Background: an optimization exercise with open tools, aiming at small area and a short achievable clock period. Do not read the settings as production practice.
Function was not checked in any run shown here: the RTL went through the layout flow alone.

### design/flow/config.mk
export PLATFORM = sky130hd
export DESIGN_NAME = square_extractor
export DESIGN_NICKNAME = square_extractor
export VERILOG_FILES = /design/flow/design.v
export SDC_FILE = /design/flow/constraint.sdc
export NUM_CORES = 8
export LEC_CHECK = 0
export ABC_AREA = 1
export CAP_MARGIN = 20
export CORE_MARGIN = 2
export CORE_UTILIZATION = 40
export CTS_CLUSTER_DIAMETER = 60
export CTS_CLUSTER_SIZE = 30
export SETUP_SLACK_MARGIN = 3
export SLEW_MARGIN = 20
### design/flow/constraint.sdc
create_clock -name core_clock -period 5.5 [get_ports {clk}]
set_input_delay 1.1000 -clock core_clock [delete_from_list [all_inputs] [get_ports {clk}]]
set_output_delay 1.1000 -clock core_clock [all_outputs]
set_load 0.01 [all_outputs]
### design/flow/design.v
module square_cell #(
	parameter J = 1
)(
	input  [J:0]   r,      
	input  [J-1:0] qn,     
	input  [1:0]   b,      
	output [J+1:0] nr,
	output [J:0]   nqn
);
	wire [J+2:0] d = {r, b} + {1'b1, qn, 2'b11};
	wire ge = ~d[J+2];
	assign nqn = {qn, ~ge};
	assign nr = ge ? d[J+1:0] : {r[J-1:0], b};
endmodule
module square_extractor #(
	parameter WIDTH = 32
)(
	input clk,     
	input rst_n,   
	input din_valid,
	input [2 * WIDTH - 1:0]radicand,
	output dout_valid,
	output [WIDTH - 1:0]dout,
	output [2 * WIDTH - 1:0]remainder
);
	wire [0:0] qn1;
	wire [1:0] r1;
	assign qn1 = ~(|radicand[63:62]);
	assign r1 = {radicand[63] & radicand[62], radicand[63] & ~radicand[62]};
	wire [61:0] x1 = radicand[61:0];
	wire [0:0] qn1_in = qn1;
	wire [1:0] r1_in = r1;
	wire [61:0] x1_in = x1;
	wire [1:0] qn2;
	wire [2:0] r2;
	square_cell #(.J(1)) u_row1 (.r(r1_in), .qn(qn1_in), .b(x1_in[61:60]), .nr(r2), .nqn(qn2));
	wire [59:0] x2 = x1_in[59:0];
	reg v_s0;
	reg [1:0] qn_s0;
	reg [2:0] r_s0;
	reg [59:0] x_s0;
	always @(posedge clk or negedge rst_n)
		if (!rst_n) v_s0 <= 1'b0;
		else v_s0 <= din_valid;
	always @(posedge clk) begin qn_s0 <= qn2; r_s0 <= r2; x_s0 <= x2; end
	wire [1:0] qn2_in = qn_s0;
	wire [2:0] r2_in = r_s0;
	wire [59:0] x2_in = x_s0;
	wire [2:0] qn3;
	wire [3:0] r3;
	square_cell #(.J(2)) u_row2 (.r(r2_in), .qn(qn2_in), .b(x2_in[59:58]), .nr(r3), .nqn(qn3));
	wire [57:0] x3 = x2_in[57:0];
	reg v_s1;
	reg [2:0] qn_s1;
	reg [3:0] r_s1;
	reg [57:0] x_s1;
	always @(posedge clk or negedge rst_n)
		if (!rst_n) v_s1 <= 1'b0;
		else v_s1 <= v_s0;
	always @(posedge clk) begin qn_s1 <= qn3; r_s1 <= r3; x_s1 <= x3; end
	wire [2:0] qn3_in = qn_s1;
	wire [3:0] r3_in = r_s1;
	wire [57:0] x3_in = x_s1;
	wire [3:0] qn4;
	wire [4:0] r4;
	square_cell #(.J(3)) u_row3 (.r(r3_in), .qn(qn3_in), .b(x3_in[57:56]), .nr(r4), .nqn(qn4));
	wire [55:0] x4 = x3_in[55:0];
	reg v_s2;
	reg [3:0] qn_s2;
	reg [4:0] r_s2;
	reg [55:0] x_s2;
	always @(posedge clk or negedge rst_n)
		if (!rst_n) v_s2 <= 1'b0;
		else v_s2 <= v_s1;
	always @(posedge clk) begin qn_s2 <= qn4; r_s2 <= r4; x_s2 <= x4; end
	wire [3:0] qn4_in = qn_s2;
	wire [4:0] r4_in = r_s2;
	wire [55:0] x4_in = x_s2;
	wire [4:0] qn5;
	wire [5:0] r5;
	square_cell #(.J(4)) u_row4 (.r(r4_in), .qn(qn4_in), .b(x4_in[55:54]), .nr(r5), .nqn(qn5));
	wire [53:0] x5 = x4_in[53:0];
	reg v_s3;
	reg [4:0] qn_s3;
	reg [5:0] r_s3;
	reg [53:0] x_s3;
	always @(posedge clk or negedge rst_n)
		if (!rst_n) v_s3 <= 1'b0;
		else v_s3 <= v_s2;
	always @(posedge clk) begin qn_s3 <= qn5; r_s3 <= r5; x_s3 <= x5; end
	wire [4:0] qn5_in = qn_s3;
	wire [5:0] r5_in = r_s3;
	wire [53:0] x5_in = x_s3;
	wire [5:0] qn6;
	wire [6:0] r6;
	square_cell #(.J(5)) u_row5 (.r(r5_in), .qn(qn5_in), .b(x5_in[53:52]), .nr(r6), .nqn(qn6));
	wire [51:0] x6 = x5_in[51:0];
	reg v_s4;
	reg [5:0] qn_s4;
	reg [6:0] r_s4;
	reg [51:0] x_s4;
	always @(posedge clk or negedge rst_n)
		if (!rst_n) v_s4 <= 1'b0;
		else v_s4 <= v_s3;
	always @(posedge clk) begin qn_s4 <= qn6; r_s4 <= r6; x_s4 <= x6; end
	wire [5:0] qn6_in = qn_s4;
	wire [6:0] r6_in = r_s4;
	wire [51:0] x6_in = x_s4;
	wire [6:0] qn7;
	wire [7:0] r7;
	square_cell #(.J(6)) u_row6 (.r(r6_in), .qn(qn6_in), .b(x6_in[51:50]), .nr(r7), .nqn(qn7));
	wire [49:0] x7 = x6_in[49:0];
	reg v_s5;
	reg [6:0] qn_s5;
	reg [7:0] r_s5;
	reg [49:0] x_s5;
	always @(posedge clk or negedge rst_n)
		if (!rst_n) v_s5 <= 1'b0;
		else v_s5 <= v_s4;
	always @(posedge clk) begin qn_s5 <= qn7; r_s5 <= r7; x_s5 <= x7; end
	wire [6:0] qn7_in = qn_s5;
	wire [7:0] r7_in = r_s5;
	wire [49:0] x7_in = x_s5;
	wire [7:0] qn8;
	wire [8:0] r8;
	square_cell #(.J(7)) u_row7 (.r(r7_in), .qn(qn7_in), .b(x7_in[49:48]), .nr(r8), .nqn(qn8));
	wire [47:0] x8 = x7_in[47:0];
	reg v_s6;
	reg [7:0] qn_s6;
	reg [8:0] r_s6;
	reg [47:0] x_s6;
	always @(posedge clk or negedge rst_n)
		if (!rst_n) v_s6 <= 1'b0;
		else v_s6 <= v_s5;
	always @(posedge clk) begin qn_s6 <= qn8; r_s6 <= r8; x_s6 <= x8; end
	wire [7:0] qn8_in = qn_s6;
	wire [8:0] r8_in = r_s6;
	wire [47:0] x8_in = x_s6;
	wire [8:0] qn9;
	wire [9:0] r9;
	square_cell #(.J(8)) u_row8 (.r(r8_in), .qn(qn8_in), .b(x8_in[47:46]), .nr(r9), .nqn(qn9));
	wire [45:0] x9 = x8_in[45:0];
	reg v_s7;
	reg [8:0] qn_s7;
	reg [9:0] r_s7;
	reg [45:0] x_s7;
	always @(posedge clk or negedge rst_n)
		if (!rst_n) v_s7 <= 1'b0;
		else v_s7 <= v_s6;
	always @(posedge clk) begin qn_s7 <= qn9; r_s7 <= r9; x_s7 <= x9; end
	wire [8:0] qn9_in = qn_s7;
	wire [9:0] r9_in = r_s7;
	wire [45:0] x9_in = x_s7;
	wire [9:0] qn10;
	wire [10:0] r10;
	square_cell #(.J(9)) u_row9 (.r(r9_in), .qn(qn9_in), .b(x9_in[45:44]), .nr(r10), .nqn(qn10));
	wire [43:0] x10 = x9_in[43:0];
	reg v_s8;
	reg [9:0] qn_s8;
	reg [10:0] r_s8;
	reg [43:0] x_s8;
	always @(posedge clk or negedge rst_n)
		if (!rst_n) v_s8 <= 1'b0;
		else v_s8 <= v_s7;
	always @(posedge clk) begin qn_s8 <= qn10; r_s8 <= r10; x_s8 <= x10; end
	wire [9:0] qn10_in = qn_s8;
	wire [10:0] r10_in = r_s8;
	wire [43:0] x10_in = x_s8;
	wire [10:0] qn11;
	wire [11:0] r11;
	square_cell #(.J(10)) u_row10 (.r(r10_in), .qn(qn10_in), .b(x10_in[43:42]), .nr(r11), .nqn(qn11));
	wire [41:0] x11 = x10_in[41:0];
	reg v_s9;
	reg [10:0] qn_s9;
	reg [11:0] r_s9;
	reg [41:0] x_s9;
	always @(posedge clk or negedge rst_n)
		if (!rst_n) v_s9 <= 1'b0;
		else v_s9 <= v_s8;
	always @(posedge clk) begin qn_s9 <= qn11; r_s9 <= r11; x_s9 <= x11; end
	wire [10:0] qn11_in = qn_s9;
	wire [11:0] r11_in = r_s9;
	wire [41:0] x11_in = x_s9;
	wire [11:0] qn12;
	wire [12:0] r12;
	square_cell #(.J(11)) u_row11 (.r(r11_in), .qn(qn11_in), .b(x11_in[41:40]), .nr(r12), .nqn(qn12));
	wire [39:0] x12 = x11_in[39:0];
	reg v_s10;
	reg [11:0] qn_s10;
	reg [12:0] r_s10;
	reg [39:0] x_s10;
	always @(posedge clk or negedge rst_n)
		if (!rst_n) v_s10 <= 1'b0;
		else v_s10 <= v_s9;
	always @(posedge clk) begin qn_s10 <= qn12; r_s10 <= r12; x_s10 <= x12; end
	wire [11:0] qn12_in = qn_s10;
	wire [12:0] r12_in = r_s10;
	wire [39:0] x12_in = x_s10;
	wire [12:0] qn13;
	wire [13:0] r13;
	square_cell #(.J(12)) u_row12 (.r(r12_in), .qn(qn12_in), .b(x12_in[39:38]), .nr(r13), .nqn(qn13));
	wire [37:0] x13 = x12_in[37:0];
	reg v_s11;
	reg [12:0] qn_s11;
	reg [13:0] r_s11;
	reg [37:0] x_s11;
	always @(posedge clk or negedge rst_n)
		if (!rst_n) v_s11 <= 1'b0;
		else v_s11 <= v_s10;
	always @(posedge clk) begin qn_s11 <= qn13; r_s11 <= r13; x_s11 <= x13; end
	wire [12:0] qn13_in = qn_s11;
	wire [13:0] r13_in = r_s11;
	wire [37:0] x13_in = x_s11;
	wire [13:0] qn14;
	wire [14:0] r14;
	square_cell #(.J(13)) u_row13 (.r(r13_in), .qn(qn13_in), .b(x13_in[37:36]), .nr(r14), .nqn(qn14));
	wire [35:0] x14 = x13_in[35:0];
	reg v_s12;
	reg [13:0] qn_s12;
	reg [14:0] r_s12;
	reg [35:0] x_s12;
	always @(posedge clk or negedge rst_n)
		if (!rst_n) v_s12 <= 1'b0;
		else v_s12 <= v_s11;
	always @(posedge clk) begin qn_s12 <= qn14; r_s12 <= r14; x_s12 <= x14; end
	wire [13:0] qn14_in = qn_s12;
	wire [14:0] r14_in = r_s12;
	wire [35:0] x14_in = x_s12;
	wire [14:0] qn15;
	wire [15:0] r15;
	square_cell #(.J(14)) u_row14 (.r(r14_in), .qn(qn14_in), .b(x14_in[35:34]), .nr(r15), .nqn(qn15));
	wire [33:0] x15 = x14_in[33:0];
	reg v_s13;
	reg [14:0] qn_s13;
	reg [15:0] r_s13;
	reg [33:0] x_s13;
	always @(posedge clk or negedge rst_n)
		if (!rst_n) v_s13 <= 1'b0;
		else v_s13 <= v_s12;
	always @(posedge clk) begin qn_s13 <= qn15; r_s13 <= r15; x_s13 <= x15; end
	wire [14:0] qn15_in = qn_s13;
	wire [15:0] r15_in = r_s13;
	wire [33:0] x15_in = x_s13;
	wire [15:0] qn16;
	wire [16:0] r16;
	square_cell #(.J(15)) u_row15 (.r(r15_in), .qn(qn15_in), .b(x15_in[33:32]), .nr(r16), .nqn(qn16));
	wire [31:0] x16 = x15_in[31:0];
	reg v_s14;
	reg [15:0] qn_s14;
	reg [16:0] r_s14;
	reg [31:0] x_s14;
	always @(posedge clk or negedge rst_n)
		if (!rst_n) v_s14 <= 1'b0;
		else v_s14 <= v_s13;
	always @(posedge clk) begin qn_s14 <= qn16; r_s14 <= r16; x_s14 <= x16; end
	wire [15:0] qn16_in = qn_s14;
	wire [16:0] r16_in = r_s14;
	wire [31:0] x16_in = x_s14;
	wire [16:0] qn17;
	wire [17:0] r17;
	square_cell #(.J(16)) u_row16 (.r(r16_in), .qn(qn16_in), .b(x16_in[31:30]), .nr(r17), .nqn(qn17));
	wire [29:0] x17 = x16_in[29:0];
	reg v_s15;
	reg [16:0] qn_s15;
	reg [17:0] r_s15;
	reg [29:0] x_s15;
	always @(posedge clk or negedge rst_n)
		if (!rst_n) v_s15 <= 1'b0;
		else v_s15 <= v_s14;
	always @(posedge clk) begin qn_s15 <= qn17; r_s15 <= r17; x_s15 <= x17; end
	wire [16:0] qn17_in = qn_s15;
	wire [17:0] r17_in = r_s15;
	wire [29:0] x17_in = x_s15;
	wire [17:0] qn18;
	wire [18:0] r18;
	square_cell #(.J(17)) u_row17 (.r(r17_in), .qn(qn17_in), .b(x17_in[29:28]), .nr(r18), .nqn(qn18));
	wire [27:0] x18 = x17_in[27:0];
	reg v_s16;
	reg [17:0] qn_s16;
	reg [18:0] r_s16;
	reg [27:0] x_s16;
	always @(posedge clk or negedge rst_n)
		if (!rst_n) v_s16 <= 1'b0;
		else v_s16 <= v_s15;
	always @(posedge clk) begin qn_s16 <= qn18; r_s16 <= r18; x_s16 <= x18; end
	wire [17:0] qn18_in = qn_s16;
	wire [18:0] r18_in = r_s16;
	wire [27:0] x18_in = x_s16;
	wire [18:0] qn19;
	wire [19:0] r19;
	square_cell #(.J(18)) u_row18 (.r(r18_in), .qn(qn18_in), .b(x18_in[27:26]), .nr(r19), .nqn(qn19));
	wire [25:0] x19 = x18_in[25:0];
	reg v_s17;
	reg [18:0] qn_s17;
	reg [19:0] r_s17;
	reg [25:0] x_s17;
	always @(posedge clk or negedge rst_n)
		if (!rst_n) v_s17 <= 1'b0;
		else v_s17 <= v_s16;
	always @(posedge clk) begin qn_s17 <= qn19; r_s17 <= r19; x_s17 <= x19; end
	wire [18:0] qn19_in = qn_s17;
	wire [19:0] r19_in = r_s17;
	wire [25:0] x19_in = x_s17;
	wire [19:0] qn20;
	wire [20:0] r20;
	square_cell #(.J(19)) u_row19 (.r(r19_in), .qn(qn19_in), .b(x19_in[25:24]), .nr(r20), .nqn(qn20));
	wire [23:0] x20 = x19_in[23:0];
	reg v_s18;
	reg [19:0] qn_s18;
	reg [20:0] r_s18;
	reg [23:0] x_s18;
	always @(posedge clk or negedge rst_n)
		if (!rst_n) v_s18 <= 1'b0;
		else v_s18 <= v_s17;
	always @(posedge clk) begin qn_s18 <= qn20; r_s18 <= r20; x_s18 <= x20; end
	wire [19:0] qn20_in = qn_s18;
	wire [20:0] r20_in = r_s18;
	wire [23:0] x20_in = x_s18;
	wire [20:0] qn21;
	wire [21:0] r21;
	square_cell #(.J(20)) u_row20 (.r(r20_in), .qn(qn20_in), .b(x20_in[23:22]), .nr(r21), .nqn(qn21));
	wire [21:0] x21 = x20_in[21:0];
	reg v_s19;
	reg [20:0] qn_s19;
	reg [21:0] r_s19;
	reg [21:0] x_s19;
	always @(posedge clk or negedge rst_n)
		if (!rst_n) v_s19 <= 1'b0;
		else v_s19 <= v_s18;
	always @(posedge clk) begin qn_s19 <= qn21; r_s19 <= r21; x_s19 <= x21; end
	wire [20:0] qn21_in = qn_s19;
	wire [21:0] r21_in = r_s19;
	wire [21:0] x21_in = x_s19;
	wire [21:0] qn22;
	wire [22:0] r22;
	square_cell #(.J(21)) u_row21 (.r(r21_in), .qn(qn21_in), .b(x21_in[21:20]), .nr(r22), .nqn(qn22));
	wire [19:0] x22 = x21_in[19:0];
	reg v_s20;
	reg [21:0] qn_s20;
	reg [22:0] r_s20;
	reg [19:0] x_s20;
	always @(posedge clk or negedge rst_n)
		if (!rst_n) v_s20 <= 1'b0;
		else v_s20 <= v_s19;
	always @(posedge clk) begin qn_s20 <= qn22; r_s20 <= r22; x_s20 <= x22; end
	wire [21:0] qn22_in = qn_s20;
	wire [22:0] r22_in = r_s20;
	wire [19:0] x22_in = x_s20;
	wire [22:0] qn23;
	wire [23:0] r23;
	square_cell #(.J(22)) u_row22 (.r(r22_in), .qn(qn22_in), .b(x22_in[19:18]), .nr(r23), .nqn(qn23));
	wire [17:0] x23 = x22_in[17:0];
	reg v_s21;
	reg [22:0] qn_s21;
	reg [23:0] r_s21;
	reg [17:0] x_s21;
	always @(posedge clk or negedge rst_n)
		if (!rst_n) v_s21 <= 1'b0;
		else v_s21 <= v_s20;
	always @(posedge clk) begin qn_s21 <= qn23; r_s21 <= r23; x_s21 <= x23; end
	wire [22:0] qn23_in = qn_s21;
	wire [23:0] r23_in = r_s21;
	wire [17:0] x23_in = x_s21;
	wire [23:0] qn24;
	wire [24:0] r24;
	square_cell #(.J(23)) u_row23 (.r(r23_in), .qn(qn23_in), .b(x23_in[17:16]), .nr(r24), .nqn(qn24));
	wire [15:0] x24 = x23_in[15:0];
	reg v_s22;
	reg [23:0] qn_s22;
	reg [24:0] r_s22;
	reg [15:0] x_s22;
	always @(posedge clk or negedge rst_n)
		if (!rst_n) v_s22 <= 1'b0;
		else v_s22 <= v_s21;
	always @(posedge clk) begin qn_s22 <= qn24; r_s22 <= r24; x_s22 <= x24; end
	wire [23:0] qn24_in = qn_s22;
	wire [24:0] r24_in = r_s22;
	wire [15:0] x24_in = x_s22;
	wire [24:0] qn25;
	wire [25:0] r25;
	square_cell #(.J(24)) u_row24 (.r(r24_in), .qn(qn24_in), .b(x24_in[15:14]), .nr(r25), .nqn(qn25));
	wire [13:0] x25 = x24_in[13:0];
	reg v_s23;
	reg [24:0] qn_s23;
	reg [25:0] r_s23;
	reg [13:0] x_s23;
	always @(posedge clk or negedge rst_n)
		if (!rst_n) v_s23 <= 1'b0;
		else v_s23 <= v_s22;
	always @(posedge clk) begin qn_s23 <= qn25; r_s23 <= r25; x_s23 <= x25; end
	wire [24:0] qn25_in = qn_s23;
	wire [25:0] r25_in = r_s23;
	wire [13:0] x25_in = x_s23;
	wire [25:0] qn26;
	wire [26:0] r26;
	square_cell #(.J(25)) u_row25 (.r(r25_in), .qn(qn25_in), .b(x25_in[13:12]), .nr(r26), .nqn(qn26));
	wire [11:0] x26 = x25_in[11:0];
	reg v_s24;
	reg [25:0] qn_s24;
	reg [26:0] r_s24;
	reg [11:0] x_s24;
	always @(posedge clk or negedge rst_n)
		if (!rst_n) v_s24 <= 1'b0;
		else v_s24 <= v_s23;
	always @(posedge clk) begin qn_s24 <= qn26; r_s24 <= r26; x_s24 <= x26; end
	wire [25:0] qn26_in = qn_s24;
	wire [26:0] r26_in = r_s24;
	wire [11:0] x26_in = x_s24;
	wire [26:0] qn27;
	wire [27:0] r27;
	square_cell #(.J(26)) u_row26 (.r(r26_in), .qn(qn26_in), .b(x26_in[11:10]), .nr(r27), .nqn(qn27));
	wire [9:0] x27 = x26_in[9:0];
	reg v_s25;
	reg [26:0] qn_s25;
	reg [27:0] r_s25;
	reg [9:0] x_s25;
	always @(posedge clk or negedge rst_n)
		if (!rst_n) v_s25 <= 1'b0;
		else v_s25 <= v_s24;
	always @(posedge clk) begin qn_s25 <= qn27; r_s25 <= r27; x_s25 <= x27; end
	wire [26:0] qn27_in = qn_s25;
	wire [27:0] r27_in = r_s25;
	wire [9:0] x27_in = x_s25;
	wire [27:0] qn28;
	wire [28:0] r28;
	square_cell #(.J(27)) u_row27 (.r(r27_in), .qn(qn27_in), .b(x27_in[9:8]), .nr(r28), .nqn(qn28));
	wire [7:0] x28 = x27_in[7:0];
	reg v_s26;
	reg [27:0] qn_s26;
	reg [28:0] r_s26;
	reg [7:0] x_s26;
	always @(posedge clk or negedge rst_n)
		if (!rst_n) v_s26 <= 1'b0;
		else v_s26 <= v_s25;
	always @(posedge clk) begin qn_s26 <= qn28; r_s26 <= r28; x_s26 <= x28; end
	wire [27:0] qn28_in = qn_s26;
	wire [28:0] r28_in = r_s26;
	wire [7:0] x28_in = x_s26;
	wire [28:0] qn29;
	wire [29:0] r29;
	square_cell #(.J(28)) u_row28 (.r(r28_in), .qn(qn28_in), .b(x28_in[7:6]), .nr(r29), .nqn(qn29));
	wire [5:0] x29 = x28_in[5:0];
	reg v_s27;
	reg [28:0] qn_s27;
	reg [29:0] r_s27;
	reg [5:0] x_s27;
	always @(posedge clk or negedge rst_n)
		if (!rst_n) v_s27 <= 1'b0;
		else v_s27 <= v_s26;
	always @(posedge clk) begin qn_s27 <= qn29; r_s27 <= r29; x_s27 <= x29; end
	wire [28:0] qn29_in = qn_s27;
	wire [29:0] r29_in = r_s27;
	wire [5:0] x29_in = x_s27;
	wire [29:0] qn30;
	wire [30:0] r30;
	square_cell #(.J(29)) u_row29 (.r(r29_in), .qn(qn29_in), .b(x29_in[5:4]), .nr(r30), .nqn(qn30));
	wire [3:0] x30 = x29_in[3:0];
	reg v_s28;
	reg [29:0] qn_s28;
	reg [30:0] r_s28;
	reg [3:0] x_s28;
	always @(posedge clk or negedge rst_n)
		if (!rst_n) v_s28 <= 1'b0;
		else v_s28 <= v_s27;
	always @(posedge clk) begin qn_s28 <= qn30; r_s28 <= r30; x_s28 <= x30; end
	wire [29:0] qn30_in = qn_s28;
	wire [30:0] r30_in = r_s28;
	wire [3:0] x30_in = x_s28;
	wire [30:0] qn31;
	wire [31:0] r31;
	square_cell #(.J(30)) u_row30 (.r(r30_in), .qn(qn30_in), .b(x30_in[3:2]), .nr(r31), .nqn(qn31));
	wire [1:0] x31 = x30_in[1:0];
	reg v_s29;
	reg [30:0] qn_s29;
	reg [31:0] r_s29;
	reg [1:0] x_s29;
	always @(posedge clk or negedge rst_n)
		if (!rst_n) v_s29 <= 1'b0;
		else v_s29 <= v_s28;
	always @(posedge clk) begin qn_s29 <= qn31; r_s29 <= r31; x_s29 <= x31; end
	wire [30:0] qn31_in = qn_s29;
	wire [31:0] r31_in = r_s29;
	wire [1:0] x31_in = x_s29;
	wire [31:0] qn32;
	wire [32:0] r32;
	square_cell #(.J(31)) u_row31 (.r(r31_in), .qn(qn31_in), .b(x31_in[1:0]), .nr(r32), .nqn(qn32));
	reg v_s30;
	reg [31:0] qn_s30;
	reg [32:0] r_s30;
	always @(posedge clk or negedge rst_n)
		if (!rst_n) v_s30 <= 1'b0;
		else v_s30 <= v_s29;
	always @(posedge clk) begin qn_s30 <= qn32; r_s30 <= r32; end
	wire [31:0] qn32_in = qn_s30;
	wire [32:0] r32_in = r_s30;
	assign dout_valid = v_s30;
	assign dout = ~qn32_in;
	assign remainder = {31'b0, r32_in};
endmodule
### design/flow/run.sh
#!/bin/bash
# synth_recipe.tcl (not shown) runs the flow's synth.tcl, then flattens the netlist and writes it again
# the make line also repeats each setting of config.mk as NAME=value (left out here)
make -C /OpenROAD-flow-scripts/flow DESIGN_CONFIG=/design/flow/config.mk WORK_HOME=/design/flow/orfs CLKGATE_MAP_FILE= SYNTH_SCRIPT=/design/flow/synth_recipe.tcl finish
==> qor.yml, run 1 <==
h-tree-depth: 4
critPathLaunch: "qn_s30[10]"
async_reset_ff_frac: 0.0152
grt_max_degree: 35
synth.largest_area_cell: "dfxtp_1"
drc: 0
ioPinCount: 164
syn_inst: 10100
viasPerCell: 4.91
worstSetupStartpointType: "register"
root_buffer: "clkbuf_16"
cap_violations: 0
crit_type: "reg -> out"
hold_viol: 0
syn_avg_cell_area_sq_um: 8.05
routedWlPerCell_um: 17.6
relSlewSlack: 0.424
worst_slew_pin_slew_ps: 863
synth.most_common_cell: "nand2_1"
num_vias: 64500
dpl.hpwl_um: 181000
ys_seq_elements: 2046
hp-class: "reg -> reg"
synthFlopType: "dfxtp_1"
cts_buffer_depth: 3
min_period_ps: 2460
clock_latency_ps: 830
drv_slew: 0
dp_cells: 12800
r2r-start: "r_s29[24]"
r2r_cells: 13
start_util: 0.403
synth_edf_count: 0
fin_nets: 11000
grt.total_usage: 0.214
synth_warnings: 1
finalWorstSetupSlack_ps: 3040
port_buffers: 132
tns_ps: 0
max_freq_mhz: 407
die-area_sq_um: 207000
hold_slack_ps: 298
grt_overflow: 0
cts_buffers: 152
status: "timing/DRC/antenna clean"
drt_wl_total_um: 231000
num_rows: 165
netlist_area_sq_um: 81500
core_sq_um: 202000
drt-pass1-iter-count: 6
skew_ps: 49.2
tritoncts: "yes"
grt_pass1_vias: 61900
grt_pass1_wl_um: 351000
drt-initial-drc-count: 4775
period_share: 0.447
synthTopCellsByArea: "dfxtp_1 (49%), nand2_1 (16%), ha_1 (8.1%), inv_1 (4.9%), nand3_1 (4.1%)"
netlist.area_leader.share: 0.495
path_clk_slew_ps: 100
drtAntennaViolNets: 0
yosysSeqAreaShare: 0.504
cp.required_ps: 4400
min-delay-start: "x_s13[21]"
pre_cts_ws_ps: 2410
grt_antenna_before_repair: 5
die_x_um: 455
synth_common_cells: "nand2_1 (3,399), dfxtp_1 (2,015), inv_1 (1,073)"
syn2layout_area_growth_pct: 13.8
cts.sinks: 2046
die_h_um: 455
drive_gt1_frac: 0.0630
setup_viol: 0
worstPathArrival_ps: 1360
synth.distinct_cells: 49
endpoint_kind: "primary output"
critPathMaxFanout: 1
stdcell_count: 13200
gp_congestion: 0.917
rsz0062_at_grt: "yes"
hold_depth: 0
state kept, by name, summed over array words and instances, names as in the netlist, 31 cells and up:
name / cells
qn_s29: 31
qn_s30: 32
r_s28: 31
r_s29: 32
r_s30: 33
x_s0: 60
x_s1: 58
x_s10: 40
x_s11: 38
x_s12: 36
x_s13: 34
x_s14: 32
x_s2: 56
x_s3: 54
x_s4: 52
x_s5: 50
x_s6: 48
x_s7: 46
x_s8: 44
x_s9: 42
cells by family (layout without fill, tap and decap cells):
kind of cell,Yosys count,in the layout,share of synthesized area
AO/OA/AOI/OAI,1014,1014,0.0668
adder cells (fa/ha/maj),527,527,0.0809
AND/OR/NAND/NOR,5001,5021,0.251
flip-flops,2046,2046,0.504
buffers and inverters,1215,1509,0.0611
other,1,32,0.0000460
XOR/XNOR,329,329,0.0355
final timing paths:
check / endpoint / slack [ps]
worst max-delay path: dout[10] / 3040
worst min-delay path: x_s14[21] / 300
worst max register to register: r_s30[24] / 3060
worst min register to register: x_s14[21] / 300
max in group asynchronous: v_s14 / 4600
min in group asynchronous: v_s7 / 620
placed cells by master, fill, tap and decap left out, types with 33 or more instances in the layout:
master and instances:
ha_1 497, nand2_1 3342, inv_1 1066, clkbuf_16 155
a21o_1 41, a21oi_1 494, nand2_4 33, dfxtp_2 55
nand3_1 654, buf_2 50, clkdlybuf4s50_1 66, o21ai_0 305
xnor2_1 75, nand4_1 161, nor2_1 576, nand2_2 44
dfxtp_1 1960, o21ai_1 35, nor3_1 72, xor2_1 252
o21bai_1 60
worst max-delay path, stage by stage, from the launching register on:
cell and delay [ps]:
dfxtp_2 380, inv_2 40, buf_6 110
layout make-up:
type | count | area [sq um]
antenna | 1 | 2.50
clock buffer | 164 | 3940
clock inverter | 110 | 1740
fill | 20000 | 110000
inverter | 1075 | 4040
multi-input combinational | 6922 | 37100
sequential | 2046 | 41200
tap | 2672 | 3340
timing repair buffer | 160 | 1420
metal layers:
| layer | part of all wire | up-vias | wire (um) | track usage |
|---|---|---|---|---|
| met1 | 0.44 | 29700 | 102000 | 0.272 |
| met3 | 0.045 | 391 | 10400 | 0.0260 |
| met4 | 0.033 | 0 | 7570 | 0.0670 |
| met2 | 0.48 | 1605 | 112000 | 0.377 |
| li1 | - | 32800 | - | - |
| met5 | 0 | - | 0 | 0 |
stage by stage:
step	cell area, sq um	util
finish	92800	0.459
global route	92800	0.459
CTS	91400	0.452
detailed placement	85400	0.422
global placement	85400	0.422
floorplan	81600	-
repair_timing:
item,in CTS,in global routing
endpoints found under the setup margin,492,458
buffers inserted,10,14
gates resized for setup,383,214
pin swaps,5,27
cloned,5,15
hold buffers,0,0
==> run 2: changes to the inputs <==
==> design/flow/flow/run.sh (new file) <==
#!/bin/bash
# Own flow: the standard layout (standard.sh), except that synthesis maps
# the combinational logic with flow/abc.script (see flow/synth.tcl).  Each
# step's full output goes to a log file of its own in this folder.
set -euo pipefail
W=$(pwd)
export OWN_WORK=$W
export OWN_ABC_SCRIPT=$W/flow/abc.script
for step in synth floorplan place cts route finish; do
  bash standard.sh SYNTH_SCRIPT=$W/flow/synth.tcl $step > $W/$step.log 2>&1
done
==> design/flow/flow/abc.script (new file) <==
strash
dch
map -a
topo
stime -c
buffer -c
upsize -c
dnsize -c
==> design/flow/flow/synth.tcl (new file) <==
# The standard flow's synthesis script (synth_recipe.tcl in the work folder), with Yosys's
# abc pass run on flow/abc.script instead of ORFS's script.  Only the mapping
# of the combinational logic changes; the flip-flops and their names are the
# standard synthesis's.
proc abc {args} {
  set i [lsearch $args -script]
  lset args [expr {$i + 1}] $::env(OWN_ABC_SCRIPT)
  puts "own flow: abc $args"
  yosys abc {*}$args
}
source $::env(OWN_WORK)/synth_recipe.tcl
==> design/flow/standard.sh (new file) <==
#!/bin/bash
# synth_recipe.tcl (not shown) runs the flow's synth.tcl, then flattens the netlist and writes it again
# the make line also repeats each setting of config.mk as NAME=value (left out here)
make -C /OpenROAD-flow-scripts/flow DESIGN_CONFIG=/design/flow/config.mk WORK_HOME=/design/flow/orfs CLKGATE_MAP_FILE= SYNTH_SCRIPT=/design/flow/synth_recipe.tcl "${@:-finish}"
removed: design/flow/run.sh
==> qor.yml, run 2 <==
status: "timing/DRC/antenna clean"  # unchanged
setup_viol: 0  # unchanged
synth_common_cells: "dfxtp_1 (2,015), nand2_1 (955), o21ai_0 (781)"  # was nand2_1 (3,399), dfxtp_1 (2,015), inv_1 (1,073)
skew_ps: 44.8  # was 49.2 ps
h-tree-depth: 4  # unchanged
die_h_um: 429  # was 455 um
grt_antenna_before_repair: 4  # was 5
r2r-start: "r_s28[21]"  # was r_s29[24]
synth.most_common_cell: "dfxtp_1"  # was nand2_1
holdBufCountCts: 0  # unchanged
grt_max_degree: 43  # was 35
ioPinCount: 164  # unchanged
drv_slew: 0  # unchanged
crit_type: "reg -> out"  # unchanged
period_share: 0.471  # was 0.447
r2r-end: "r_s29[29]"  # was r_s30[24]
routedWlPerCell_um: 17.3  # was 17.6 um
path_delay_family: "flip-flops"  # unchanged
die-area_sq_um: 184000  # was 207,000 sq um
critPathLaunch: "v_s30"  # was qn_s30[10]
dpl.hpwl_um: 123000  # was 181,000 um
synth.largest_area_cell: "dfxtp_1"  # unchanged
path_clk_slew_ps: 90  # was 100 ps
dp_cells: 9743  # was 12.8k
critPathMaxFanout: 1  # unchanged
netlist.area_leader.share: 0.559  # was 0.495
start_util: 0.403  # about the same
mostFrequentLayoutCell: "dfxtp_1"  # was nand2_1
synthFlopType: "dfxtp_1"  # unchanged
fill_cells: 16000  # was 20.0k
drt-initial-drc-count: 2871  # was 4,775
final_cell_area_sq_um: 90800  # was 92,800 sq um
min_period_ps: 2590  # was 2460 ps
drc: 0  # unchanged
drt_wl_total_um: 179000  # was 231,000 um
cp.required_ps: 4400  # about the same
drtAntennaViolNets: 0  # unchanged
cts_buffer_depth: 3  # unchanged
worstPathCellList: "buf_6"  # was inv_2 > buf_6
hold_depth: 0  # unchanged
syn_avg_cell_area_sq_um: 9.82  # was 8.05 sq um
clock_latency_ps: 810  # was 830 ps
largest_reg_flops: 60  # unchanged
async_reset_ff_frac: 0.0152  # unchanged
tritoncts: "yes"  # unchanged
drt-pass1-iter-count: 7  # was 6
worstPathArrival_ps: 1490  # was 1360 ps
fin_nets: 8453  # was 11.0k
ys_seq_elements: 2046  # unchanged
cts.sinks: 2046  # unchanged
drive_gt1_frac: 0.212  # was 0.0630
tns_ps: 0  # unchanged
synthTopCellsByArea: "dfxtp_1 (56%), ha_1 (9.1%), o21ai_0 (5.4%), xor2_1 (5.3%), nand2_1 (5.0%)"  # was dfxtp_1 (49%), nand2_1 (16%), ha_1 (8.1%), inv_1 (4.9%), nand3_1 (4.1%)
reg_top3: "x_s0 x60, x_s1 x58, x_s2 x56"  # unchanged
max_freq_mhz: 386  # was 407 MHz
place_area_sq_um: 75900  # was 85,400 sq um
hold_viol: 0  # unchanged
cts_buffers: 144  # was 152
syn_inst: 7341  # was 10.1k
final_cell_mix: "dfxtp_1 (1,869), nand2_1 (754), inv_1 (634)"  # was nand2_1 (3,342), dfxtp_1 (1,960), inv_1 (1,066)
synth.distinct_cells: 60  # was 49
worstSetupStartpointType: "register"  # unchanged
grt_overflow: 0  # unchanged
viasPerCell: 4.90  # was 4.91
gp_congestion: 0.893  # was 0.917
root_buffer: "clkbuf_16"  # unchanged
rsz0062_at_grt: "yes"  # unchanged
grt.total_usage: 0.182  # was 0.214
netlist_area_sq_um: 72100  # was 81,500 sq um
r2r_cells: 12  # was 13
yosysSeqAreaShare: 0.570  # was 0.504
port_buffers: 132  # unchanged
worst_slew_pin_slew_ps: 835  # was 863 ps
top_register: "x_s0"  # unchanged
core_sq_um: 179000  # was 202,000 sq um
endpoint_kind: "primary output"  # unchanged
crit_end: "dout_valid"  # was dout[10]
hold_slack_ps: 310  # was 298 ps
r2r_setup_slack_ps: 2930  # was 3060 ps
critPathBufInv: 1  # was 2
synth_edf_count: 0  # unchanged
die_x_um: 429  # was 455 um
stdcell_count: 10300  # was 13.2k
hp-class: "reg -> reg"  # unchanged
grt_pass1_vias: 49500  # was 61.9k
synth_warnings: 1  # unchanged
cpPeakStageDelay_ps: 510  # was 380 ps
num_vias: 50600  # was 64.5k
syn2layout_area_growth_pct: 25.9  # was 13.8%
cap_violations: 0  # unchanged
grt_pass1_wl_um: 268000  # was 351,000 um
post-route-util: 0.508  # was 0.459
relSlewSlack: 0.438  # was 0.424
crit_slowest_cell: "dfrtp_2"  # was dfxtp_2
num_rows: 155  # was 165
cp.depth: 1  # was 2
-- run 2: final cells by class --
class                      instances  area (sq um)  area share
sequential                      2046         41300       0.455
multi-input combinational       4517         33100       0.365
timing repair buffer             465          5600      0.0617
clock buffer                     161          3790      0.0418
tap                             2355          2950      0.0324
inverter                         685          2590      0.0286
clock inverter                   105          1420      0.0157
antenna                            1          2.50   0.0000276
-- run 2: metrics by stage --
| stage | worst slack (ps) |
|---|---|
| finish | 2910 |
| detailed placement | 1900 |
| global route | 2780 |
| global placement | 1980 |
| floorplan | 3170 |
| CTS | 2780 |
-- run 2: metal layers --
metal  wire length, um  global-route usage  up-vias
met2             86100               0.312      942
li1                  -                   -    25500
met5                 0                   0        -
met1             80300               0.234    23800
met4              6140              0.0611        0
met3              6290              0.0253      358
-- run 2: kinds of logic (layout without fill, tap and decap cells) --
family,count (synthesis),in the layout,share of synthesized area
DFF,2046,2046,0.570
AOI/OAI and AO/OA,1725,1725,0.130
and+or+nand+nor,1673,1678,0.0938
buffers and inverters,821,1416,0.0471
xor gates and xnor gates,548,556,0.0677
adders and majority gates,527,527,0.0914
other,1,32,0.0000520
-- run 2: worst min-delay path by stage --
stage / start / end / slack (ps)
after floorplan: x_s9[0] / x_s10[0] / 310
after global placement: x_s3[12] / x_s4[12] / 310
after detailed placement: x_s9[3] / x_s10[3] / 310
after CTS: rst_n / v_s21 / 280
after global routing: x_s0[21] / x_s1[21] / 310
final: x_s0[21] / x_s1[21] / 310
-- run 2: what timing repair did --
action,CTS,global route
cloned,53,32
gates resized for setup,1123,853
pin swaps,169,212
endpoints found under the setup margin,572,521
buffers inserted,140,100

## port drivers added, routing unchanged
The results above use ideal ports. As a check the final layouts listed here were re-extracted and re-timed, cells and wires unchanged.
Step 1 assumes that a clkbuf_16 drives the clock port and a buf_2 every other input.
Step 2 adds t to the input delays and takes it off the output delays; t is the mean of the earliest and latest rising clock arrival at the registers after step 1. Input paths then give back, and output paths get back, about the clock's delay inside the block.
a / b / c = ideal ports / drivers / drivers and shift; a / b = the first two.
run | t, ns | setup slack, ns | slew at the worst register clock pin (ns)
run 1 | 0.891 | 3.043 / 2.960 / 2.718 | 0.10 / 0.10
run 2 | 0.869 | 2.910 / 2.828 / 2.607 | 0.10 / 0.10
After both steps every run listed still meets setup and hold. For run 1, which loses most, drivers alone change the setup slack by -0.083 ns; drivers and shift together by -0.325 ns.
